Source: an optimization exercise on an open RTL-to-GDS flow (aim: small area, a short achievable clock period and few clock cycles). Production flows keep margins and buffers that such runs may drop. Where RTL was checked, it was by simulation tests only, not by an equivalence proof against the original. No driver is modelled on the clock port, so clock power and skew are understated where the tree is cut down; a real chip needs a root buffer or a tree. No activity file was given, so power comes from the tool's default toggle rates.

## run 1
Design cb_seg, start of the top module:
module cb_seg(
    input wire clk,
    input wire reset,
    input wire[11:0] tb_size_in,
    input wire wreq_size,
    output wire rreq_data,
    input wire[7:0] tb_in,
    output wire cb_valid,
    output wire[7:0] cb_data,
    output wire cb_size,
    output wire cb_start
);
Size: roughly 900 cells after synthesis, ~470 flip-flops.
export LEC_CHECK = 0
export CAP_MARGIN = 20
export CORE_MARGIN = 2
export CORE_UTILIZATION = 40
export CTS_CLUSTER_DIAMETER = 60
export CTS_CLUSTER_SIZE = 30
export SETUP_SLACK_MARGIN = 2.85
export SLEW_MARGIN = 20
create_clock -name core_clock -period 5.0 [get_ports {clk}]
standard.sh (not shown) runs the stock make flow with config.mk's settings and CLKGATE_MAP_FILE= SYNTH_SCRIPT=/design/flow/synth_recipe.tcl, a recipe that flattens the netlist after the stock synthesis.
==> flow/flow/run.sh <==
#!/bin/bash
# The standard layout with two changes to how it is made: the clock tree gets
# no dummy loads, and the port buffers are the smallest buffer cell.
set -e
export CTS_ARGS="-sink_clustering_enable -repair_clock_nets -sink_clustering_size 20 -sink_clustering_max_diameter 45 -dont_use_dummy_load -sink_clustering_buffer sky130_fd_sc_hd__clkbuf_8"
export BUFFER_PORTS_ARGS="-buffer_cell sky130_fd_sc_hd__buf_1"
cp standard.sh standard_sh_copy.txt
bash standard.sh > standard.log 2>&1
Run 1 ended with every stage complete and zero timing, DRC or antenna violations.
Testbench counts of run 1, summed over its fixed seeds: cycles 1,060,569.
[inputs] run 2 vs run 1
- changing SETUP_SLACK_MARGIN from 2.85 to 3.0
==> flow/run.sh (new file) <==
#!/bin/bash
# synth_recipe.tcl (not shown) runs the flow's synth.tcl, then flattens the netlist and writes it again
# the make line also repeats each setting of config.mk as NAME=value (left out here)
make -C /OpenROAD-flow-scripts/flow DESIGN_CONFIG=/design/flow/config.mk WORK_HOME=/design/flow/orfs CLKGATE_MAP_FILE= SYNTH_SCRIPT=/design/flow/synth_recipe.tcl finish
removed: flow/flow/run.sh
removed: flow/standard.sh
Results
What run 1 reported for area of all placed cells without fillers has to be multiplied by 1.08 to get the figure for run 2.
Sort run 1 and run 2 by final cell count desc -> top: run 2
Wire length (lower): run 1
Changes in run 3 relative to run 2:
- changing SETUP_SLACK_MARGIN from 3.0 to 2.85
==> flow/flow/run.sh (new file) <==
#!/bin/bash
# The standard layout with two changes to how it is made: the clock tree gets
# no dummy loads, and the port buffers are the smallest buffer cell.
set -e
export CTS_ARGS="-sink_clustering_enable -repair_clock_nets -sink_clustering_size 30 -sink_clustering_max_diameter 60 -dont_use_dummy_load"
export BUFFER_PORTS_ARGS="-buffer_cell sky130_fd_sc_hd__buf_1"
cp standard.sh standard_sh_copy.txt
bash standard.sh > standard.log 2>&1
==> flow/standard.sh (new file) <==
#!/bin/bash
# synth_recipe.tcl (not shown) runs the flow's synth.tcl, then flattens the netlist and writes it again
# the make line also repeats each setting of config.mk as NAME=value (left out here)
make -C /OpenROAD-flow-scripts/flow DESIGN_CONFIG=/design/flow/config.mk WORK_HOME=/design/flow/orfs CLKGATE_MAP_FILE= SYNTH_SCRIPT=/design/flow/synth_recipe.tcl "${@:-finish}"
removed: flow/run.sh
[summary]
Across both runs, switching power was lower for run 3 than for run 2. Looking at clock latency on the worst-skew pair, run 3 sits 50 ps below run 2. When run 3 is measured against run 2, its number of non-clock buffers turns out 42 lower. Run 3: full flow OK, the timing, design-rule and antenna checks passed. Run 3 against run 2: synthesized cell count about even; share of post-route cells with drive strength above 1 fell 10 points; final standard cell area without fillers fell 6.7%; clock skew after layout rose 4.2 ps; maximum vdd ir drop fell 0.000055 V. Compared with run 2, run 3 shows fmax higher by 1.4%.
Modified inputs, run 4 compared to run 3
- SETUP_SLACK_MARGIN now 2.75, was 2.85
[summary]
- Total area of multi-input combinational cells (run 4 vs. run 3) decreases slightly
- Run 4 against run 3: power rose 0.61%; global-route usage about even; global routing met2 resource utilization fell 0.42 points; adder-cell share of the synthesized area about even; wire length fell 83 um.
- From run 3 to run 4 the numbers moved as follows: final setup slack of the worst path decreased 84 ps; number of nets at the end of the flow decreased 15.

* * *

== alpha ==
The RTL this note starts from:
==> flow/design.v <==
module cb_seg(
    input wire clk,
    input wire reset,
    input wire[11:0] tb_size_in,
    input wire wreq_size,
    output wire rreq_data,
    input wire[7:0] tb_in,
    output wire cb_valid,
    output wire[7:0] cb_data,
    output wire cb_size,
    output wire cb_start
);
reg [10:0] din_r;
reg        push_r;
always @(posedge clk) din_r <= tb_size_in[10:0];
always @(posedge clk or posedge reset)
    if (reset) push_r <= 1'b0;
    else       push_r <= wreq_size;
reg [10:0] wq [0:31];
integer i;
always @(posedge clk)
    if (push_r) begin
        wq[0] <= din_r;
        for (i = 1; i < 32; i = i + 1) wq[i] <= wq[i-1];
    end
reg [4:0] hidx;      
reg       qne;       
wire      pop;
wire [10:0] head = wq[hidx];
always @(posedge clk or posedge reset)
    if (reset) begin
        hidx <= 5'd0;
        qne  <= 1'b0;
    end else if (push_r & ~pop) begin
        if (qne) hidx <= hidx + 5'd1;
        qne <= 1'b1;
    end else if (pop & ~push_r) begin
        if (hidx == 5'd0) qne <= 1'b0;
        else hidx <= hidx - 5'd1;
    end
localparam IDLE = 2'd0, CLS = 2'd1, BODY = 2'd2, CRC = 2'd3;
reg [1:0]  ph;
reg [10:0] cur;      
reg [10:0] p;        
reg        fill;     
reg        twob;     
reg        big;      
reg        sob;      
reg        blk2;     
reg [1:0]  cc;       
assign pop = (ph == IDLE) & qne;
wire c_gt132 = cur > 11'd132;
wire c_gt768 = cur > 11'd768;
wire c_gt894 = cur > 11'd894;
wire [10:0] ktot_m1 = c_gt894 ? 11'd1529 : c_gt768 ? 11'd893 : c_gt132 ? 11'd767 : 11'd131;
wire body_last_nc = (p == 11'd0) | (twob & ~blk2 & (p == 11'd765));
always @(posedge clk or posedge reset)
    if (reset) ph <= IDLE;
    else case (ph)
        IDLE: if (qne) ph <= CLS;
        CLS:  ph <= BODY;
        BODY: if (body_last_nc) ph <= twob ? CRC : IDLE;
        CRC:  if (cc == 2'd2) ph <= blk2 ? IDLE : BODY;
    endcase
always @(posedge clk) begin
    case (ph)
        IDLE: cur <= head;
        CLS: begin
            p    <= ktot_m1;
            fill <= (cur != ktot_m1 + 11'd1);
            twob <= c_gt768;
            big  <= c_gt132 & ~(c_gt768 & ~c_gt894);
            sob  <= 1'b1;
            blk2 <= 1'b0;
        end
        BODY: begin
            p   <= p - 11'd1;
            sob <= 1'b0;
            if (p == cur) fill <= 1'b0;
            cc  <= 2'd0;
        end
        CRC: begin
            cc <= cc + 2'd1;
            if (cc == 2'd2) begin
                blk2 <= 1'b1;
                big  <= 1'b1;
                sob  <= 1'b1;
            end
        end
    endcase
end
wire is_v    = ph[1];                       
wire is_data = (ph == BODY) & ~fill;
wire is_crc  = (ph == CRC);
reg s1_v, s2_v, s1_d, s2_d, s1_c, s2_c;
reg [1:0] s1_cc, s2_cc;
reg s1_st, s2_st, s1_sz, s2_sz;
reg rreq_q;
assign rreq_data = rreq_q;
always @(posedge clk or posedge reset)
    if (reset) begin
        s1_v <= 1'b0; s2_v <= 1'b0; rreq_q <= 1'b0;
    end else begin
        s1_v <= is_v; s2_v <= s1_v; rreq_q <= is_data;
    end
always @(posedge clk) begin
    s1_d <= is_data; s1_c <= is_crc; s1_cc <= cc; s1_st <= sob; s1_sz <= big;
    s2_d <= s1_d;    s2_c <= s1_c;   s2_cc <= s1_cc; s2_st <= s1_st; s2_sz <= s1_sz;
end
reg [7:0]  ob;       
reg        ov, ost, osz, onc;
reg [23:0] crc;
assign cb_valid = ov;
assign cb_data  = ob;
assign cb_start = ost;
assign cb_size  = osz;
function [23:0] crc_next(input [23:0] s, input [7:0] d);
    reg [23:0] r;
    integer k;
    begin
        r = s;
        for (k = 0; k < 8; k = k + 1)
            r = {r[22:0], 1'b0} ^ ((r[23] ^ d[k]) ? 24'h800063 : 24'h0);
        crc_next = r;
    end
endfunction
wire [23:0] crc_n = crc_next(crc, ob);
always @(posedge clk or posedge reset)
    if (reset) ov <= 1'b0;
    else       ov <= s2_v;
always @(posedge clk) begin
    ost <= s2_st;
    osz <= s2_sz;
    onc <= ~s2_c;
    if (s2_c)
        ob <= (s2_cc == 2'd0) ? crc_n[7:0] : (s2_cc == 2'd1) ? crc[15:8] : crc[23:16];
    else
        ob <= s2_d ? tb_in : 8'h00;
    if (s2_v & s2_st) crc <= 24'hffffff;
    else if (ov & onc) crc <= crc_n;
end
endmodule
clock: 5.0 ns
lec_check: 0
cap_margin: 20
core_margin: 2
core_utilization: 40
slew_margin: 20
run.sh (not shown) runs the stock make flow with config.mk's settings and CLKGATE_MAP_FILE= SYNTH_SCRIPT=/design/flow/synth_recipe.tcl, a recipe that flattens the netlist after the stock synthesis.
Stock flow here: none of the scripts above is used.
alpha went all the way through synthesis, placement and routing and the layout is clean on timing, DRC and antenna.
Testbench counts of alpha, summed over its fixed seeds: cycles 1,062,360.
## Diff of input files: beta against alpha
Settings: SETUP_SLACK_MARGIN now 2.8, previously not set; ABC_CLOCK_PERIOD_IN_PS now 2200, previously not set.
## What came out
- Non-clock buffer count | beta above alpha
- Looking only at wire length, and setting everything else aside, the lower value of alpha and beta goes to alpha.
- In beta, sequential share of cell area is lower than in alpha.
- Number of buffers added for setup after CTS: beta > alpha
- Antenna cell count, alpha and beta: larger value in beta
- Met3 layer wire length in the routed design (lower): alpha
- [beta vs alpha] post-placement worst setup slack: lower in beta
- Looking at global-route wire length before repair across alpha and beta, the one that comes out lower is alpha.
- beta vs. alpha: global-route usage now larger, sequential power share now smaller.
Inputs modified between beta and gamma:
Settings: a deleted ABC_CLOCK_PERIOD_IN_PS that had been 2200.
Findings:
- Clock skew after layout: gamma vs beta identical
- Re placed instance count: no difference whatsoever between beta and gamma.
- On largest net degree at the start of global routing, gamma tracks beta almost exactly.
- Per the comparison of gamma with beta, number of vias per cell after detailed routing essentially unchanged, cell count after synthesis neither gained nor lost much, final design utilization neither gained nor lost much.
- [compare] base=beta new=gamma: flip-flop and latch count was more or less identical, simple-gate area share of the yosys netlist roughly the same, total power about even, number of standard cells in the layout, taps in and fillers out barely changed.

* * *

== maple ==
cb_seg, a different RTL version from the one above (not shown whole).
Size: roughly 890 cells after synthesis, ~460 flip-flops, roughly 35 I/O pins, about 16,000 um2 of cells after synthesis.
Settings: LEC_CHECK=0, CAP_MARGIN=20, CORE_MARGIN=2, CORE_UTILIZATION=40, CTS_CLUSTER_DIAMETER=60, CTS_CLUSTER_SIZE=30, SETUP_SLACK_MARGIN=3.0, SLEW_MARGIN=20; clock period 5.0 ns.
standard.sh (not shown) runs the stock make flow with config.mk's settings and CLKGATE_MAP_FILE= SYNTH_SCRIPT=/design/flow/synth_recipe.tcl, a recipe that flattens the netlist after the stock synthesis.
==> flow/flow/run.sh <==
#!/bin/bash
# The standard layout with three changes to how it is made: the clock tree
# gets no dummy loads, its middle level of buffers is removed after CTS
# (collapse_clock.tcl) so it has two levels, and the port buffers are the
# smallest buffer cell.
set -e
export CTS_ARGS="-sink_clustering_enable -repair_clock_nets -sink_clustering_size 50 -sink_clustering_max_diameter 55 -dont_use_dummy_load"
export BUFFER_PORTS_ARGS="-buffer_cell sky130_fd_sc_hd__buf_1"
export POST_CTS_TCL="$PWD/flow/collapse_clock.tcl"
bash standard.sh > standard.log 2>&1
==> flow/flow/collapse_clock.tcl <==
# Collapse the clock tree to two buffer levels: every clock buffer that only
# drives other clock buffers is removed and its loads are moved onto the net
# that drives it, so the root buffer drives the leaf buffers directly.
set block [ord::get_db_block]
proc clkbuf_out {inst} {
  foreach it [$inst getITerms] {
    if {[$it isOutputSignal]} { return [$it getNet] }
  }
  return "NULL"
}
proc is_clkbuf {inst} {
  return [string match "sky130_fd_sc_hd__clkbuf_*" [[$inst getMaster] getName]]
}
set port_net [$block findNet clk]
set root ""
foreach it [$port_net getITerms] { set root [$it getInst] }
set root_net [clkbuf_out $root]
set changed 1
while {$changed} {
  set changed 0
  foreach it [$root_net getITerms] {
    set inst [$it getInst]
    if {$inst == $root || ![$it isInputSignal] || ![is_clkbuf $inst]} { continue }
    set onet [clkbuf_out $inst]
    set all_bufs 1
    foreach lit [$onet getITerms] {
      set li [$lit getInst]
      if {$li == $inst} { continue }
      if {![is_clkbuf $li]} { set all_bufs 0 }
    }
    if {!$all_bufs} { continue }
    set loads {}
    foreach lit [$onet getITerms] {
      if {[$lit getInst] != $inst} { lappend loads $lit }
    }
    foreach lit $loads {
      $lit disconnect
      $lit connect $root_net
    }
    puts "collapse_clock: removed [$inst getName], moved [llength $loads] loads to [$root_net getName]"
    odb::dbInst_destroy $inst
    odb::dbNet_destroy $onet
    set changed 1
    break
  }
}
estimate_parasitics -placement
report_clock_latency
### maple -> zinc
==> flow/run.sh (new file) <==
#!/bin/bash
# synth_recipe.tcl (not shown) runs the flow's synth.tcl, then flattens the netlist and writes it again
# the make line also repeats each setting of config.mk as NAME=value (left out here)
make -C /OpenROAD-flow-scripts/flow DESIGN_CONFIG=/design/flow/config.mk WORK_HOME=/design/flow/orfs CLKGATE_MAP_FILE= SYNTH_SCRIPT=/design/flow/synth_recipe.tcl finish
removed: flow/flow/run.sh
removed: flow/flow/collapse_clock.tcl
removed: flow/standard.sh
Results
- Summary: with maple as the reference, number of non-filler instances in the completed layout in zinc moved up slightly.
- The final reports for zinc and maple show via total after detailed routing higher in the former.
- Global-route usage: maple and zinc compared, higher one is maple
- On layout-stage area growth over the synthesis result: zinc sits above maple.
- The more densely filled core belongs to zinc, not maple.
[inputs] willow vs zinc
==> flow/flow/run.sh (new file) <==
#!/bin/bash
# The standard layout with two changes to how it is made: the clock tree gets
# no dummy loads, and the port buffers are the smallest buffer cell.
set -e
export CTS_ARGS="-sink_clustering_enable -repair_clock_nets -sink_clustering_size 30 -sink_clustering_max_diameter 60 -dont_use_dummy_load"
export BUFFER_PORTS_ARGS="-buffer_cell sky130_fd_sc_hd__buf_1"
cp standard.sh standard_sh_copy.txt
bash standard.sh > standard.log 2>&1
==> flow/standard.sh (new file) <==
#!/bin/bash
# synth_recipe.tcl (not shown) runs the flow's synth.tcl, then flattens the netlist and writes it again
# the make line also repeats each setting of config.mk as NAME=value (left out here)
make -C /OpenROAD-flow-scripts/flow DESIGN_CONFIG=/design/flow/config.mk WORK_HOME=/design/flow/orfs CLKGATE_MAP_FILE= SYNTH_SCRIPT=/design/flow/synth_recipe.tcl "${@:-finish}"
removed: flow/run.sh
[summary]
zinc has lower final worst-path cycle share than willow. Between willow and zinc, it is willow whose routed wire length is higher, by 430 um. willow — area growth from synthesis to final layout 2.3 points lower, zinc as reference. Compared with zinc, willow ends up with less cell area. willow vs zinc — buffer count excluding the clock tree in the final layout climbed by a little under 10%. The fraction of area in non-clock buffers of willow falls short of that of zinc by 0.22 points. Re synthesized cell count: no difference whatsoever between zinc and willow. Register share of the cell area in willow vs zinc: up 1.4 points. Compared with zinc, overall power after layout in willow decreased by a few percent.
Input changes introduced in raven (baseline for comparison: willow):
- SETUP_SLACK_MARGIN changed from 3.0 to 2.95
Findings:
Taking willow as the reference, in raven highest clock frequency the design can meet increased about 1.3%; number of global-route vias before repair did not really move; post-route cell area saw little to no change; aggregate routed wire length saw a decrease; total power of the final layout saw a decrease. raven vs. willow: overall fraction of global-route tracks in use held; number of nets in the finished design roughly the same; via count level. As far as sequential share of layout area is concerned, raven and willow perform about the same. Per the comparison of raven with willow, core utilization roughly the same, final clock period utilization by the worst path lower.
No functional check of the RTL was part of any run of this note.

* * *

## harbor
Another version of the RTL of cb_seg (not shown whole).
For scale: about 940 cells after synthesis, about 480 flip-flops, ~16,000 sq um of cells after synthesis.
// cb_seg
module cb_seg(
    input wire clk,
    input wire reset,
    input wire[11:0] tb_size_in,
    input wire wreq_size,
    output wire rreq_data,
    input wire[7:0] tb_in,
    output wire cb_valid,
    output wire[7:0] cb_data,
    output wire cb_size,
    output wire cb_start
);
clock: 5.0 ns
lec_check: 0
cap_margin: 20
core_margin: 2
core_utilization: 40
cts_cluster_diameter: 60
cts_cluster_size: 30
setup_slack_margin: 3.05
slew_margin: 20
==> flow/flow/run.sh <==
#!/bin/bash
set -e
export CTS_ARGS="-sink_clustering_enable -repair_clock_nets -sink_clustering_size 30 -sink_clustering_max_diameter 60 -dont_use_dummy_load"
export BUFFER_PORTS_ARGS="-buffer_cell sky130_fd_sc_hd__buf_1"
export POST_CTS_TCL="$PWD/flow/drop_root.tcl"
bash standard.sh > standard.log 2>&1
Other scripts of this flow, unchanged in this note and not shown: flow/flow/drop_root.tcl
harbor was carried through to the last stage, and its layout satisfied the timing, design-rule and antenna checks.
Testbench counts of harbor, summed over its fixed seeds: cycles 1,060,569.
The inputs of tundra differ from those of harbor as listed below.
==> flow/flow/run.sh <==
#!/bin/bash
# The standard layout with two changes to how it is made: the clock tree gets
# no dummy loads, and the port buffers are the smallest buffer cell.
set -e
export CTS_ARGS="-sink_clustering_enable -repair_clock_nets -sink_clustering_size 30 -sink_clustering_max_diameter 60 -dont_use_dummy_load"
export BUFFER_PORTS_ARGS="-buffer_cell sky130_fd_sc_hd__buf_1"
cp standard.sh standard_sh_copy.txt
export POST_CTS_TCL="$PWD/flow/drop_root.tcl"
bash standard.sh > standard.log 2>&1
Notes after the runs:
- Taking harbor as the reference, in tundra total via count in the routed design flat, routed length on met2 flat, global-route usage flat, number of inverters outside the clock class in the layout flat, total buffers and inverters traversed by the critical path flat.
- Re wire length: no difference whatsoever between tundra and harbor.
--- input diff tundra..yarrow ---
Settings: SETUP_SLACK_MARGIN changed from 3.05 to 3.1.
==> flow/flow/run.sh <==
#!/bin/bash
set -e
export CTS_ARGS="-sink_clustering_enable -repair_clock_nets -sink_clustering_size 30 -sink_clustering_max_diameter 60 -dont_use_dummy_load"
export BUFFER_PORTS_ARGS="-buffer_cell sky130_fd_sc_hd__buf_1"
export POST_CTS_TCL="$PWD/flow/drop_root.tcl"
bash standard.sh > standard.log 2>&1
Results
The critical path class comes out reg2reg in one run and reg2out in the other, namely in tundra and yarrow respectively.
There was hardly any difference in transition at the pin with the smallest max-transition slack between tundra and yarrow.
Diff yarrow..tundra | number of signal-net inverters in the final layout | negligible
Final weighted congestion in routability-driven placement: yarrow vs tundra identical
yarrow ended up with rreq_q as its start point of the critical path; tundra ended up with ph[0].
yarrow has switching share of power above what tundra had.
Internal power consumption grows slightly when moving from tundra to yarrow.
First-iteration detailed-routing DRC count, yarrow vs tundra: up by a little under 10%
yarrow vs tundra: total power up
tundra and yarrow ended up with roughly the same tightest hold margin.
Compared to tundra, the routing of yarrow uses more wire.
Here is what was changed in the inputs of delta compared with yarrow.
Settings: SETUP_SLACK_MARGIN now 3.05, was 3.1; CORE_UTILIZATION now 55, was 40.
Max highest fanout seen on the critical path across delta and yarrow: delta. Maximum frequency: delta vs yarrow — no meaningful difference. Power dissipated in sequential cells: yarrow vs delta — no meaningful difference. delta ended with every stage complete and zero timing, DRC or antenna violations. Minimum clock period after layout ended up 4.5 ps higher on delta than on yarrow. Going from yarrow to delta, worst setup slack after placement decreased 74 ps, wire length of the first global-routing pass lost 880 um, fraction of layout cells with a size suffix above 1 -1.4 points.

## static timing again, ports no longer ideal
In the flow no input, the clock included, has a driving cell. The finished layouts below were timed again as built, in two steps. Step 1, drivers: a clkbuf_16 drives clk and a buf_2 each remaining input, both assumed. Step 2 times the ports against the registers' clock, not the clock port: input delays grow and output delays shrink by t, the midpoint of the rising clock arrivals with the driver on. Three values: ideal, step 1, step 2; two values: the first two.
| run | t, ns | slack for setup (ns) | hold slack, ns | worst slew at a driven data input, ns |
|---|---|---|---|---|
| run 1 | 0.549 | 2.898 / 2.878 / 2.898 | 0.331 / 0.331 / 0.331 | 0.04 |
| run 2 | 0.645 | 2.879 / 2.829 / 2.843 | 0.333 / 0.333 / 0.333 | 0.04 |
| run 3 | 0.601 | 2.908 / 2.855 / 2.922 | 0.331 / 0.331 / 0.331 | 0.04 |
| run 4 | 0.605 | 2.824 / 2.772 / 2.835 | 0.328 / 0.328 / 0.328 | 0.03 |
| alpha | 0.629 | 1.475 / 1.475 / 1.475 | 0.326 / 0.326 / 0.326 | 0.04 |
| beta | 0.637 | 2.393 / 2.393 / 2.393 | 0.324 / 0.324 / 0.324 | 0.04 |
| gamma | 0.637 | 2.393 / 2.393 / 2.393 | 0.324 / 0.324 / 0.324 | 0.04 |
| maple | 0.642 | 2.880 / 2.828 / 2.940 | 0.333 / 0.333 / 0.333 | 0.03 |
| zinc | 0.633 | 2.914 / 2.862 / 2.859 | 0.330 / 0.330 / 0.330 | 0.04 |
| willow | 0.605 | 2.893 / 2.841 / 2.948 | 0.334 / 0.334 / 0.334 | 0.04 |
| raven | 0.617 | 2.920 / 2.868 / 2.951 | 0.331 / 0.331 / 0.331 | 0.03 |
| harbor | 0.424 | 3.144 / 3.043 / 3.144 | 0.327 / 0.327 / 0.327 | 0.05 |
| tundra | 0.424 | 3.144 / 3.043 / 3.144 | 0.327 / 0.327 / 0.327 | 0.05 |
| yarrow | 0.424 | 3.132 / 3.030 / 3.161 | 0.327 / 0.327 / 0.327 | 0.05 |
| delta | 0.428 | 3.128 / 3.047 / 3.128 | 0.316 / 0.316 / 0.316 | 0.03 |
After both steps every run listed still meets setup and hold. The setup slack of zinc, which loses most, moves by -0.052 ns with the drivers and by -0.055 ns with both steps. The worst setup slack also covers recovery checks on asynchronous resets.
